What follows belongs to an exercise in optimizing a design on an open flow for small area, a short achievable clock period and few clock cycles; a production flow would make more cautious choices.
RTL that was checked went through simulation tests only; none was proved equivalent to the original.
Power is estimated from default activity; no workload was simulated.

// gemm_controller
module gemm_controller #(
  parameter int MAX_ELEMS = 16384,
  parameter mp_types::prec_e PREC = mp_types::PREC_INT8
)(
  input  logic        clk,
  input  logic        rstn,
  input  logic        start,
  input  logic [15:0] M, K, Ncols,
  output logic        done,
  output logic [$clog2(MAX_ELEMS)-1:0] addr_A,
  input  logic [31:0]                  data_A,
  output logic [$clog2(MAX_ELEMS)-1:0] addr_B,
  input  logic [31:0]                  data_B,
  output logic [$clog2(MAX_ELEMS)-1:0] addr_C,
  output logic [31:0]                  data_C,
  output logic                         we_C
);
  localparam int AW = $clog2(MAX_ELEMS);
  logic          run;
  logic [AW-1:0] krem, jrem, irem;
  logic          lk, lj, li;       
  logic          kf;               
  logic          dk, dj;           
  logic [AW-1:0] Kw, Nw, Mw;
  assign Kw = K[AW-1:0];
  assign Nw = Ncols[AW-1:0];
  assign Mw = M[AW-1:0];
  logic [AW-1:0] Kr, Nr;
  always_ff @(posedge clk) begin
    Kr <= Kw;
    Nr <= Nw;
  end
  logic [AW-1:0] csel, cdec;
  logic          cis2;
  assign csel = !lk ? krem : (!lj ? jrem : irem);
  assign cdec = csel - 1'b1;
  assign cis2 = (csel == AW'(2));
  logic [AW-1:0] opA, opB, sumA, sumB;
  logic          negB;
  assign opA  = lk ? Kr : {{(AW-1){~dk}}, 1'b1};
  assign negB = lk ? ~dj : ~dk;
  assign opB  = (lk ? AW'(1) : Nr) ^ {AW{negB}};
  assign sumA = addr_A + opA;
  assign sumB = addr_B + opB + AW'(negB);
  always_ff @(posedge clk) begin
    if (!rstn)     run <= 1'b0;
    else if (!run) run <= start;
    else           run <= ~(lk & lj & li);
  end
  ...
Size: about 12,000 um2 of cells after synthesis.
==> flow/config.mk <==
export PLATFORM = sky130hd
export DESIGN_NAME = gemm_controller
export DESIGN_NICKNAME = gemm_controller
export VERILOG_FILES = /design/flow/design.v
export SDC_FILE = /design/flow/constraint.sdc
export NUM_CORES = 4
export LEC_CHECK = 0
export CAP_MARGIN = 20
export CORE_MARGIN = 2
export CORE_UTILIZATION = 40
export PLACE_DENSITY = 0.6
export SETUP_SLACK_MARGIN = 5
export SLEW_MARGIN = 20
==> flow/constraint.sdc <==
create_clock -name core_clock -period 8.0 [get_ports {clk}]
set_input_delay 1.6000 -clock core_clock [delete_from_list [all_inputs] [get_ports {clk}]]
set_output_delay 1.6000 -clock core_clock [all_outputs]
set_load 0.01 [all_outputs]
standard.sh (not shown) runs the stock make flow with config.mk's settings and CLKGATE_MAP_FILE= SYNTH_SCRIPT=/design/flow/synth_recipe.tcl, a recipe that flattens the netlist after the stock synthesis.
==> flow/flow/run.sh <==
#!/bin/bash
set -euo pipefail
bash standard.sh BUFFER_PORTS_ARGS="-buffer_cell sky130_fd_sc_hd__buf_1" finish > standard_flow.log 2>&1
Testbench counts at the start, summed over its fixed seeds: cycles 75,253.
Next try:
- CORE_UTILIZATION: 40 -> 55
- PLACE_DENSITY: 0.6 -> 0.7
Effect: Clock-buffer cell count climbs by 5. Critical path depth drops by 2. Synthesized cell count does not change. Via count climbs by 1.9%. Synthesized area is unchanged.

---

gemm_controller, a different RTL version from the one above (not shown whole).
For scale: roughly 1200 cells after synthesis, roughly 220 flip-flops, roughly 12000 um2 of cells after synthesis.
export LEC_CHECK = 0
export CAP_MARGIN = 20
export CORE_MARGIN = 2
export CORE_UTILIZATION = 40
export CTS_BUF_LIST = sky130_fd_sc_hd__clkbuf_8 sky130_fd_sc_hd__clkbuf_16
export CTS_CLUSTER_DIAMETER = 60
export CTS_CLUSTER_SIZE = 20
export PLACE_DENSITY = 0.6
export SETUP_SLACK_MARGIN = 5
export SLEW_MARGIN = 20
create_clock -name core_clock -period 8.0 [get_ports {clk}]
Scripts as last shown in full above: flow/flow/run.sh
The baseline completed without violations.
Testbench counts at the start, summed over its fixed seeds: cycles 75,253.
==> next run, changes <==
--- a/flow/config.mk
+++ b/flow/config.mk
@@ -10,5 +10,5 @@
 export CORE_UTILIZATION = 40
-export CTS_BUF_LIST = sky130_fd_sc_hd__clkbuf_8 sky130_fd_sc_hd__clkbuf_16
-export CTS_CLUSTER_DIAMETER = 60
-export CTS_CLUSTER_SIZE = 20
+export CTS_BUF_LIST = sky130_fd_sc_hd__clkbuf_4
+export CTS_CLUSTER_DIAMETER = 40
+export CTS_CLUSTER_SIZE = 10
 export PLACE_DENSITY = 0.6
Count of clock-buffer cells in the layout grows by 27. Utilization is lower by 0.81 points. Setup slack hardly moves. Die area is unchanged. Cell count goes up by 1.4%. Design area goes down by 1.7%. Total power falls by 3.6%. Global-route usage rises by 0.11 points.
==> next run, changes <==
==> flow/flow/run.sh (replaced) <==
#!/bin/bash
set -euo pipefail
bash standard.sh BUFFER_PORTS_ARGS="-buffer_cell sky130_fd_sc_hd__buf_1" SETUP_SLACK_MARGIN=5.3 finish > standard_flow.log 2>&1
--- a/flow/config.mk
+++ b/flow/config.mk
@@ -10,5 +10,2 @@
 export CORE_UTILIZATION = 40
-export CTS_BUF_LIST = sky130_fd_sc_hd__clkbuf_4
-export CTS_CLUSTER_DIAMETER = 40
-export CTS_CLUSTER_SIZE = 10
 export PLACE_DENSITY = 0.6
What happened: Non-clock buffer count goes up by 16; power goes up by a few percent; maximum frequency goes down slightly; final cell count goes down slightly; area after synthesis does not change; setup slack gets worse by 45 ps; routed wire length goes down slightly; worst hold slack barely changes.
==> next run, changes <==
==> flow/flow/run.sh (replaced) <==
#!/bin/bash
set -euo pipefail
bash standard.sh BUFFER_PORTS_ARGS="-buffer_cell sky130_fd_sc_hd__buf_1" finish > standard_flow.log 2>&1
--- a/flow/config.mk
+++ b/flow/config.mk
@@ -7,6 +7,10 @@
 export LEC_CHECK = 0
+export ABC_AREA = 1
 export CAP_MARGIN = 20
 export CORE_MARGIN = 2
-export CORE_UTILIZATION = 40
-export PLACE_DENSITY = 0.6
+export CORE_UTILIZATION = 55
+export CTS_BUF_LIST = sky130_fd_sc_hd__clkbuf_4
+export CTS_CLUSTER_DIAMETER = 30
+export CTS_CLUSTER_SIZE = 8
+export PLACE_DENSITY = 0.7
 export SETUP_SLACK_MARGIN = 5
=> Core utilization rose by 13 points; power came out higher by 0.70%; clock skew came out higher by 11 ps; fmax grows by 5.5%; die area decreases by 20%; setup slack gains 160 ps; non-clock buffer count shrinks by 38; sequential share of layout area shrinks by 0.75 points; critical path depth is lower by 13; combinational power fell by about 6%; design area is about the same.
==> next run, changes <==
==> flow/config.mk (replaced) <==
export PLATFORM = sky130hd
export DESIGN_NAME = gemm_controller
export DESIGN_NICKNAME = gemm_controller
export VERILOG_FILES = /design/flow/design.v
export SDC_FILE = /design/flow/constraint.sdc
export NUM_CORES = 4
export LEC_CHECK = 0
export CAP_MARGIN = 20
export CORE_MARGIN = 2
export CORE_UTILIZATION = 40
export CTS_BUF_LIST = sky130_fd_sc_hd__clkbuf_8
export CTS_CLUSTER_DIAMETER = 60
export CTS_CLUSTER_SIZE = 20
export PLACE_DENSITY = 0.6
export SETUP_SLACK_MARGIN = 5
export SLEW_MARGIN = 20
=> The changed run completed with no timing, DRC or antenna violations. Setup slack gets worse by 140 ps. Cell count went down by about a fifth. Critical path depth increases by 13. Die area increases by a quarter to a third. Count of clock-buffer cells in the layout falls by 31. Synthesized area drops by a little under a tenth.

---

== v6 ==
Another version of the RTL of gemm_controller (not shown whole).
For scale: about 230 flip-flops, roughly 190 I/O pins, roughly 12,000 um2 of cells after synthesis.
Settings: LEC_CHECK=0, CAP_MARGIN=20, CORE_MARGIN=2, CORE_UTILIZATION=40, CTS_BUF_LIST=sky130_fd_sc_hd__clkbuf_4, CTS_CLUSTER_DIAMETER=40, CTS_CLUSTER_SIZE=10, PLACE_DENSITY=0.6, SETUP_SLACK_MARGIN=5, SLEW_MARGIN=20; clock period 8.0 ns.
==> flow/flow/run.sh <==
#!/bin/bash
set -euo pipefail
bash standard.sh BUFFER_PORTS_ARGS="-buffer_cell sky130_fd_sc_hd__buf_1" finish > standard_flow.log 2>&1
v6 finished every stage and its layout cleared the timing, design-rule and antenna checks.
Input changes introduced in v7 (baseline for comparison: v6):
Settings: CTS_CLUSTER_SIZE now 8, was 10; CORE_UTILIZATION now 55, was 40; CTS_CLUSTER_DIAMETER now 30, was 40; PLACE_DENSITY now 0.7, was 0.6.
==> comparison <==
Compared with v6, in v7 cell area after layout has increased; clock network power share increased 6.1 points.
In the reports for v7 and v6, the larger data arrival time of the critical path belongs to v7.
Compared with v6, v7 has less setup slack.
In the flow results for v7 and v6, the switching power of the nets is smaller on v6.
v7 vs. v6: setup slack after placement went down by 0.14 ns.
Max-capacitance violation count delta (v7 -> v6): insignificant
| proportion of power drawn by flip-flops and latches | higher: v6 |
No functional check of the RTL was part of any run of this note.

[afterwards: timing with drivers on the ports]
Ports are ideal in the flow. The routed layouts listed here were re-timed in OpenROAD. Step 1, drivers: a clkbuf_16 drives clk and a buf_2 each remaining input, both assumed. Step 2 moves the port delays by t, midway between the first and last clock arrival at a register: inputs arrive t later, outputs are due t later. That takes back most of the time a late clock gives input paths. Three values: no drivers, after step 1, after step 2; two values: the first two.
| run | t, ns | setup WS [ns] | latest minus earliest clock arrival (ns) | slew at the worst register clock pin (ns) | cell pins on the clock port's net |
|---|---|---|---|---|---|
| the first run of note 1 | 0.575 | 5.066 / 5.066 / 5.066 | 0.020 / 0.019 | 0.06 / 0.06 | 1 |
| the second run of note 1 | 0.564 | 5.101 / 5.095 / 5.101 | 0.011 / 0.011 | 0.06 / 0.06 | 1 |
| the first run of note 2 | 0.552 | 5.010 / 5.010 / 4.690 | 0.024 / 0.024 | 0.08 / 0.08 | 1 |
| the second run of note 2 | 0.691 | 5.008 / 5.008 / 4.696 | 0.032 / 0.032 | 0.10 / 0.10 | 1 |
| the third run of note 2 | 0.560 | 4.963 / 4.963 / 4.949 | 0.019 / 0.019 | 0.07 / 0.07 | 1 |
| the fourth run of note 2 | 0.680 | 5.122 / 5.083 / 4.893 | 0.033 / 0.033 | 0.09 / 0.09 | 1 |
| the fifth run of note 2 | 0.593 | 4.978 / 4.978 / 4.655 | 0.042 / 0.042 | 0.12 / 0.12 | 1 |
| v6 | 0.668 | 5.036 / 5.036 / 4.871 | 0.086 / 0.087 | 0.11 / 0.11 | 1 |
| v7 | 0.683 | 4.971 / 4.971 / 4.799 | 0.036 / 0.036 | 0.09 / 0.09 | 1 |
After both steps setup and hold are still met in every run listed. For the fifth run of note 2, which loses most, drivers alone change the setup slack by 0.000 ns; drivers and shift together by -0.323 ns.
